Background: an optimization exercise with open tools, aiming at small area. Do not read the settings as production practice.
The RTL was checked by simulation tests, not by an equivalence proof against the original design.
The clock port is modelled as an ideal driver; clocking choices that lean on that would not hold on a real chip.
Power figures rest on the tool's default switching activity, not on a simulated workload.

## TIA
module TIA(A, Din, Dout, CS_n, CS, R_W_n, RDY, MASTERCLK, BUS_EN, idump_in,
           Ilatch, HSYNC, HBLANK, VSYNC, VBLANK, COLOROUT, RES_n, audv0, audv1);
clock: 12.0 ns
lec_check: 0
abc_area: 1
cap_margin: 10
core_margin: 2
core_utilization: 40
gpl_timing_driven: 0
place_density: 0.6
slew_margin: 10
standard.sh (not shown) runs the stock make flow with config.mk's settings and CLKGATE_MAP_FILE= SYNTH_SCRIPT=/design/flow/synth_recipe.tcl, a recipe that flattens the netlist after the stock synthesis.
==> flow/flow/run.sh <==
#!/bin/bash
# Own layout flow:
#  1. the standard synthesis;
#  2. an area-oriented re-mapping of the combinational logic only: every flip-flop
#     instance of the standard synthesis is kept as it is (name and cell type), as
#     are the adder cells and tie cells;
set -euo pipefail
W=$(pwd)
PLAT=${FLOW_PLATFORM:-sky130hd}
R=$W/orfs/results/$PLAT/TIA/base
LIB=$FLOW_HOME/platforms/$PLAT/lib/sky130_fd_sc_hd__tt_025C_1v80.lib
YOSYS=$FLOW_HOME/../tools/install/yosys/bin/yosys
[[ -x $YOSYS ]] || YOSYS=yosys
OPENROAD=$FLOW_HOME/../tools/install/OpenROAD/bin/openroad
[[ -x $OPENROAD ]] || OPENROAD=openroad

# 1. standard synthesis
bash standard.sh synth > $W/log_1_standard_synth.txt 2>&1
cp $R/1_2_yosys.v $W/synth_standard.v

# 2. re-map combinational logic
{
  echo "read_liberty -ignore_miss_func -ignore_miss_dir $LIB"
  echo "read_verilog $W/synth_standard.v"
  echo "hierarchy -top $FLOW_TOP"
  for c in $(grep -oE "sky130_fd_sc_hd__[a-z0-9_]+" $W/synth_standard.v | sort -u | grep -E "df|dl|edf|sdf|conb|__fa_"); do
    echo "blackbox $c"
  done
  echo "flatten"
  echo "opt_clean -purge"
  echo "opt -purge"
  echo "abc -script $W/flow/area.abc -liberty $LIB -dont_use sky130_fd_sc_hd__probe_p_8 -dont_use sky130_fd_sc_hd__probec_p_8 -dont_use sky130_fd_sc_hd__lpflow_* -dont_use sky130_fd_sc_hd__o22ai_* -dont_use sky130_fd_sc_hd__o21ai_*"
  echo "opt_clean -purge"
  echo "hilomap -singleton -hicell sky130_fd_sc_hd__conb_1 HI -locell sky130_fd_sc_hd__conb_1 LO"
  echo "opt_clean -purge"
  echo "stat -liberty $LIB"
  echo "write_verilog -noattr -nohex -nodec $W/synth_remap.v"
} > $W/remap.ys
$YOSYS -s $W/remap.ys > $W/log_2_remap.txt 2>&1
cp $W/synth_remap.v $R/1_2_yosys.v
rm -f $R/1_synth.odb $R/1_synth.sdc

# 3. standard floorplan and placement; ports get the smallest buffer
export BUFFER_PORTS_ARGS="-buffer_cell sky130_fd_sc_hd__buf_1"
bash standard.sh place > $W/log_3_standard_place.txt 2>&1

# 4. pick the clock tree: among trial trees on the placed design, the smallest one
#    whose worst flip-flop clock pin slew (placement parasitics) is under a limit
CTS_BASE="-sink_clustering_enable -repair_clock_nets -dont_use_dummy_load -buf_list sky130_fd_sc_hd__clkbuf_8 -root_buf sky130_fd_sc_hd__clkbuf_8"
pick_cts() {
  local LIMIT=$1 cfg ARGS OUT S A
  PICK=""; BEST=""
  for cfg in "24 80" "20 80" "20 60" "18 70" "18 60" "16 80" "16 60" "14 60" "12 50" "10 40" "8 30"; do
    set -- $cfg
    ARGS="$CTS_BASE -sink_clustering_size $1 -sink_clustering_max_diameter $2"
    OUT=$(CTSA="$ARGS" P=$R LIB=$LIB $OPENROAD -no_init -exit $W/flow/cts_try.tcl 2>&1 | tee -a $W/log_4_cts_try.txt)
    S=$(echo "$OUT" | sed -n 's/^CTS_SLEW //p'); A=$(echo "$OUT" | sed -n 's/^CTS_AREA //p')
    echo "limit $LIMIT cfg $cfg slew $S area $A" >> $W/log_4_cts_try.txt
    if [[ -n "$S" && -n "$A" ]] && python3 -c "import sys; sys.exit(0 if float('$S') <= $LIMIT and ('$BEST' == '' or float('$A') < float('${BEST:-0}')) else 1)"; then
      PICK="$ARGS"; BEST="$A"
    fi
  done
  [[ -n "$PICK" ]] || PICK="-sink_clustering_enable -repair_clock_nets -dont_use_dummy_load"
  echo "picked (limit $LIMIT): $PICK (area $BEST)" >> $W/log_4_cts_try.txt
}
pick_cts 0.115
export CTS_ARGS="$PICK"

# 5. standard CTS, routing and finish
bash standard.sh finish > $W/log_5_standard_finish.txt 2>&1

FS=$(P=$R LIB=$LIB $OPENROAD -no_init -exit $W/flow/final_slew.tcl 2>&1 | tee $W/log_6_final_slew.txt | sed -n 's/^FINAL_SLEW //p')
if [[ -z "$FS" ]] || python3 -c "import sys; sys.exit(0 if float('$FS') > 0.120 else 1)"; then
  rm -f $R/4_* $R/5_* $R/6_* $W/out/final.def
  pick_cts 0.095
  export CTS_ARGS="$PICK"
  bash standard.sh finish > $W/log_7_standard_finish_retry.txt 2>&1
  P=$R LIB=$LIB $OPENROAD -no_init -exit $W/flow/final_slew.tcl > $W/log_8_final_slew_retry.txt 2>&1 || true
fi
Other scripts of this flow, unchanged in this note and not shown: flow/flow/area.abc, flow/flow/cts_try.tcl, flow/flow/final_slew.tcl
The starting point completed with no timing, DRC or antenna violations.
Next try:
--- a/flow/flow/run.sh
+++ b/flow/flow/run.sh
@@ -72,2 +72,8 @@
-FS=$(P=$R LIB=$LIB $OPENROAD -no_init -exit $W/flow/final_slew.tcl 2>&1 | tee $W/log_6_final_slew.txt | sed -n 's/^FINAL_SLEW //p')
-if [[ -z "$FS" ]] || python3 -c "import sys; sys.exit(0 if float('$FS') > 0.120 else 1)"; then
+n=0
+for LIM in 0.105 0.090; do
+  FS=$(P=$R LIB=$LIB $OPENROAD -no_init -exit $W/flow/final_slew.tcl 2>&1 | tee -a $W/log_6_final_slew.txt | sed -n 's/^FINAL_SLEW //p')
+  echo "final slew $FS" >> $W/log_6_final_slew.txt
+  if [[ -n "$FS" ]] && python3 -c "import sys; sys.exit(0 if float('$FS') <= 0.120 else 1)"; then
+    break
+  fi
+  n=$((n + 1))
@@ -75 +81 @@
-  pick_cts 0.095
+  pick_cts $LIM
@@ -77,3 +83,3 @@
-  bash standard.sh finish > $W/log_7_standard_finish_retry.txt 2>&1
-  P=$R LIB=$LIB $OPENROAD -no_init -exit $W/flow/final_slew.tcl > $W/log_8_final_slew_retry.txt 2>&1 || true
-fi
+  bash standard.sh finish > $W/log_7_standard_finish_retry$n.txt 2>&1
+done
+P=$R LIB=$LIB $OPENROAD -no_init -exit $W/flow/final_slew.tcl >> $W/log_6_final_slew.txt 2>&1 || true
What happened: Final cell count fell by 0.32%. Total power went down by 3.1%. Die area does not change. Count of clock-buffer cells in the layout fell by 6. Utilization went down by 0.26 points.

========
Setup of job 4745:
Another version of the RTL of TIA (not shown whole).
For scale: roughly 1300 cells after synthesis, ~57 I/O pins, about 0.013 mm^2 of cells after synthesis.
==> flow/config.mk <==
export PLATFORM = sky130hd
export DESIGN_NAME = TIA
export DESIGN_NICKNAME = TIA
export VERILOG_FILES = /design/flow/design.v
export SDC_FILE = /design/flow/constraint.sdc
export NUM_CORES = 4
export LEC_CHECK = 0
export ABC_AREA = 1
export CAP_MARGIN = 20
export CORE_MARGIN = 2
export CORE_UTILIZATION = 40
export GPL_TIMING_DRIVEN = 0
export PLACE_DENSITY = 0.6
export SLEW_MARGIN = 20
==> flow/constraint.sdc <==
create_clock -name core_clock -period 12.0 [get_ports {MASTERCLK}]
set_input_delay 2.4000 -clock core_clock [delete_from_list [all_inputs] [get_ports {MASTERCLK}]]
set_output_delay 2.4000 -clock core_clock [all_outputs]
set_load 0.01 [all_outputs]
==> flow/flow/run.sh <==
#!/bin/bash
# Own layout flow:
#  1. the standard synthesis;
#  2. an area-oriented re-mapping of the combinational logic only: every flip-flop
#     instance of the standard synthesis is kept as it is (name and cell type), as
#     are the adder cells and tie cells;
set -euo pipefail
W=$(pwd)
PLAT=${FLOW_PLATFORM:-sky130hd}
R=$W/orfs/results/$PLAT/TIA/base
LIB=$FLOW_HOME/platforms/$PLAT/lib/sky130_fd_sc_hd__tt_025C_1v80.lib
YOSYS=$FLOW_HOME/../tools/install/yosys/bin/yosys
[[ -x $YOSYS ]] || YOSYS=yosys
OPENROAD=$FLOW_HOME/../tools/install/OpenROAD/bin/openroad
[[ -x $OPENROAD ]] || OPENROAD=openroad

# 1. standard synthesis
bash standard.sh synth > $W/log_1_standard_synth.txt 2>&1
cp $R/1_2_yosys.v $W/synth_standard.v

# 2. re-map combinational logic
{
  echo "read_liberty -ignore_miss_func -ignore_miss_dir $LIB"
  echo "read_verilog $W/synth_standard.v"
  echo "hierarchy -top $FLOW_TOP"
  for c in $(grep -oE "sky130_fd_sc_hd__[a-z0-9_]+" $W/synth_standard.v | sort -u | grep -E "df|dl|edf|sdf|conb|__fa_"); do
    echo "blackbox $c"
  done
  echo "flatten"
  echo "opt_clean -purge"
  echo "opt -purge"
  echo "abc -script $W/flow/area.abc -liberty $LIB -dont_use sky130_fd_sc_hd__probe_p_8 -dont_use sky130_fd_sc_hd__probec_p_8 -dont_use sky130_fd_sc_hd__lpflow_* -dont_use sky130_fd_sc_hd__o22ai_* -dont_use sky130_fd_sc_hd__o21ai_*"
  echo "opt_clean -purge"
  echo "hilomap -singleton -hicell sky130_fd_sc_hd__conb_1 HI -locell sky130_fd_sc_hd__conb_1 LO"
  echo "opt_clean -purge"
  echo "stat -liberty $LIB"
  echo "write_verilog -noattr -nohex -nodec $W/synth_remap.v"
} > $W/remap.ys
$YOSYS -s $W/remap.ys > $W/log_2_remap.txt 2>&1
cp $W/synth_remap.v $R/1_2_yosys.v
rm -f $R/1_synth.odb $R/1_synth.sdc

# 3. standard floorplan and placement; ports get the smallest buffer
export BUFFER_PORTS_ARGS="-buffer_cell sky130_fd_sc_hd__buf_1"
bash standard.sh place > $W/log_3_standard_place.txt 2>&1

# 4. pick the clock tree: largest sink clusters whose clock pin slew (placement
#    parasitics) stays under 110 ps
CTS_BASE="-sink_clustering_enable -repair_clock_nets -dont_use_dummy_load -buf_list sky130_fd_sc_hd__clkbuf_8 -root_buf sky130_fd_sc_hd__clkbuf_8"
PICK=""
for cfg in "16 100" "16 60" "14 60" "12 50" "10 40"; do
  set -- $cfg
  ARGS="$CTS_BASE -sink_clustering_size $1 -sink_clustering_max_diameter $2"
  S=$(CTSA="$ARGS" P=$R LIB=$LIB $OPENROAD -no_init -exit $W/flow/cts_try.tcl 2>&1 | tee -a $W/log_4_cts_try.txt | sed -n 's/^CTS_SLEW //p')
  echo "cfg $cfg slew $S" >> $W/log_4_cts_try.txt
  if [[ -n "$S" ]] && python3 -c "import sys; sys.exit(0 if float('$S') <= 0.110 else 1)"; then
    PICK="$ARGS"; break
  fi
done
[[ -n "$PICK" ]] || PICK="-sink_clustering_enable -repair_clock_nets -dont_use_dummy_load"
echo "picked: $PICK" >> $W/log_4_cts_try.txt
export CTS_ARGS="$PICK"

# 5. standard CTS, routing and finish
bash standard.sh finish > $W/log_5_standard_finish.txt 2>&1
==> flow/flow/area.abc <==
strash
dc2
dc2
dch -f
amap -m -F 3 -A 10 -C 1000
==> flow/flow/cts_try.tcl <==
# Trial clock tree on the placed design (not saved): prints the worst flip-flop clock pin slew.
set P $::env(P)
read_db $P/3_place.odb
read_liberty $::env(LIB)
read_sdc $P/3_place.sdc
source $::env(FLOW_HOME)/platforms/$::env(FLOW_PLATFORM)/setRC.tcl
clock_tree_synthesis {*}$::env(CTSA)
set_propagated_clock [all_clocks]
estimate_parasitics -placement
set worst 0
foreach p [get_pins -hierarchical */CLK] {
  foreach k {slew_max_rise slew_max_fall} {
    set s [get_property $p $k]
    if {$s > $worst} { set worst $s }
  }
}
puts "CTS_SLEW $worst"
diff inputs: job 4745 => job 2224
diff --git a/flow/flow/run.sh b/flow/flow/run.sh
--- a/flow/flow/run.sh
+++ b/flow/flow/run.sh
@@ -25,3 +25,3 @@
   echo "hierarchy -top $FLOW_TOP"
-  for c in $(grep -oE "sky130_fd_sc_hd__[a-z0-9_]+" $W/synth_standard.v | sort -u | grep -E "df|dl|edf|sdf|conb|__fa_"); do
+  for c in $(grep -oE "sky130_fd_sc_hd__[a-z0-9_]+" $W/synth_standard.v | sort -u | grep -E "df|dl|edf|sdf|conb|__fa_|__ha_"); do
     echo "blackbox $c"
==> flow/flow/area.abc <==
strash
dc2
dch -f
amap -m
Findings:
Job 2224 ended with every stage complete and zero timing, DRC or antenna violations. Min number of cells after detailed placement across job 2224 and job 4745: job 4745. Cmp job 2224 vs job 4745: fraction of area in clock buffers and inverters lower in job 2224. Setup slack in job 2224 is smaller than in job 4745. Looking at final clock period utilization by the worst path across job 2224 and job 4745, the one that comes out higher is job 2224.
Changes in job 7061 relative to job 2224:
# job 2224
export LEC_CHECK = 0
export ABC_AREA = 1
export CAP_MARGIN = 20
export CORE_MARGIN = 2
export CORE_UTILIZATION = 40
export GPL_TIMING_DRIVEN = 0
export PLACE_DENSITY = 0.6
export SLEW_MARGIN = 20
create_clock -name core_clock -period 12.0 [get_ports {MASTERCLK}]
# job 7061
export LEC_CHECK = 0
export ABC_AREA = 1
export CAP_MARGIN = 10
export CORE_MARGIN = 2
export CORE_UTILIZATION = 40
export GPL_TIMING_DRIVEN = 0
export PLACE_DENSITY = 0.6
export SLEW_MARGIN = 10
create_clock -name core_clock -period 12.0 [get_ports {MASTERCLK}]
diff --git a/flow/flow/run.sh b/flow/flow/run.sh
--- a/flow/flow/run.sh
+++ b/flow/flow/run.sh
@@ -25,3 +25,3 @@
   echo "hierarchy -top $FLOW_TOP"
-  for c in $(grep -oE "sky130_fd_sc_hd__[a-z0-9_]+" $W/synth_standard.v | sort -u | grep -E "df|dl|edf|sdf|conb|__fa_|__ha_"); do
+  for c in $(grep -oE "sky130_fd_sc_hd__[a-z0-9_]+" $W/synth_standard.v | sort -u | grep -E "df|dl|edf|sdf|conb|__fa_"); do
     echo "blackbox $c"
@@ -46,13 +46,14 @@
 
-# 4. pick the clock tree: largest sink clusters whose clock pin slew (placement
-#    parasitics) stays under 110 ps
+# 4. pick the clock tree: among trial trees on the placed design, the smallest one
+#    whose worst flip-flop clock pin slew (placement parasitics) is under 115 ps
 CTS_BASE="-sink_clustering_enable -repair_clock_nets -dont_use_dummy_load -buf_list sky130_fd_sc_hd__clkbuf_8 -root_buf sky130_fd_sc_hd__clkbuf_8"
-PICK=""
-for cfg in "16 100" "16 60" "14 60" "12 50" "10 40"; do
+PICK=""; BEST=""
+for cfg in "24 80" "20 80" "20 60" "18 70" "18 60" "16 80" "16 60" "14 60" "12 50" "10 40"; do
   set -- $cfg
   ARGS="$CTS_BASE -sink_clustering_size $1 -sink_clustering_max_diameter $2"
-  S=$(CTSA="$ARGS" P=$R LIB=$LIB $OPENROAD -no_init -exit $W/flow/cts_try.tcl 2>&1 | tee -a $W/log_4_cts_try.txt | sed -n 's/^CTS_SLEW //p')
-  echo "cfg $cfg slew $S" >> $W/log_4_cts_try.txt
-  if [[ -n "$S" ]] && python3 -c "import sys; sys.exit(0 if float('$S') <= 0.110 else 1)"; then
-    PICK="$ARGS"; break
+  OUT=$(CTSA="$ARGS" P=$R LIB=$LIB $OPENROAD -no_init -exit $W/flow/cts_try.tcl 2>&1 | tee -a $W/log_4_cts_try.txt)
+  S=$(echo "$OUT" | sed -n 's/^CTS_SLEW //p'); A=$(echo "$OUT" | sed -n 's/^CTS_AREA //p')
+  echo "cfg $cfg slew $S area $A" >> $W/log_4_cts_try.txt
+  if [[ -n "$S" && -n "$A" ]] && python3 -c "import sys; sys.exit(0 if float('$S') <= 0.115 and ('$BEST' == '' or float('$A') < float('${BEST:-0}')) else 1)"; then
+    PICK="$ARGS"; BEST="$A"
   fi
@@ -60,3 +61,3 @@
 [[ -n "$PICK" ]] || PICK="-sink_clustering_enable -repair_clock_nets -dont_use_dummy_load"
-echo "picked: $PICK" >> $W/log_4_cts_try.txt
+echo "picked: $PICK (area $BEST)" >> $W/log_4_cts_try.txt
 export CTS_ARGS="$PICK"
==> flow/flow/area.abc <==
strash
dc2
dc2
dch -f
amap -m -F 3 -A 10 -C 1000
diff --git a/flow/flow/cts_try.tcl b/flow/flow/cts_try.tcl
--- a/flow/flow/cts_try.tcl
+++ b/flow/flow/cts_try.tcl
@@ -6,3 +6,13 @@
 source $::env(FLOW_HOME)/platforms/$::env(FLOW_PLATFORM)/setRC.tcl
+proc cell_area {} {
+  set a 0
+  foreach inst [[ord::get_db_block] getInsts] {
+    set m [$inst getMaster]
+    set a [expr {$a + [$m getWidth] * [$m getHeight] / 1e6}]
+  }
+  return $a
+}
+set a0 [cell_area]
 clock_tree_synthesis {*}$::env(CTSA)
+set a1 [cell_area]
 set_propagated_clock [all_clocks]
@@ -17 +27,2 @@
 puts "CTS_SLEW $worst"
+puts "CTS_AREA [expr {$a1 - $a0}]"
### Flow results
Met2 track demand over resource (job 7061 over job 2224): decrease, 1.0 points. Setup slack: job 7061 > job 2224. Met3 track demand over resource in global routing: job 2224 and job 7061 compared, lower one is job 7061.

## port drivers added, routing unchanged
No port has a modelled driver above. Below, the same layouts with a new extraction and two added sets of constraints. Step 1 (the two cells are an assumption about what drives the block):
set clk [get_ports {MASTERCLK}]
set_driving_cell -lib_cell sky130_fd_sc_hd__clkbuf_16 $clk
set_driving_cell -lib_cell sky130_fd_sc_hd__buf_2 [delete_from_list [all_inputs] $clk]
Step 2, shift: input delay + t, output delay - t, t = (earliest + latest rising clock arrival at the registers) / 2. This alone moves slack from input paths to output paths. a / b / c = ideal ports / drivers / drivers and shift; a / b = the first two.
run	t, ns	setup WS [ns]	worst setup path at the end	worst slew at a driven data input, ns
the first run of note 1	0.631	0.502 / 0.450 / 1.081	register to output	0.05
the second run of note 1	0.619	0.499 / 0.447 / 1.066	register to output	0.05
job 4745	0.627	0.896 / 0.849 / 1.475	register to output	0.03
job 2224	0.617	0.501 / 0.456 / 1.073	register to output	0.06
job 7061	0.592	0.714 / 0.666 / 1.257	register to output	0.03
After both steps every run listed still meets setup and hold.
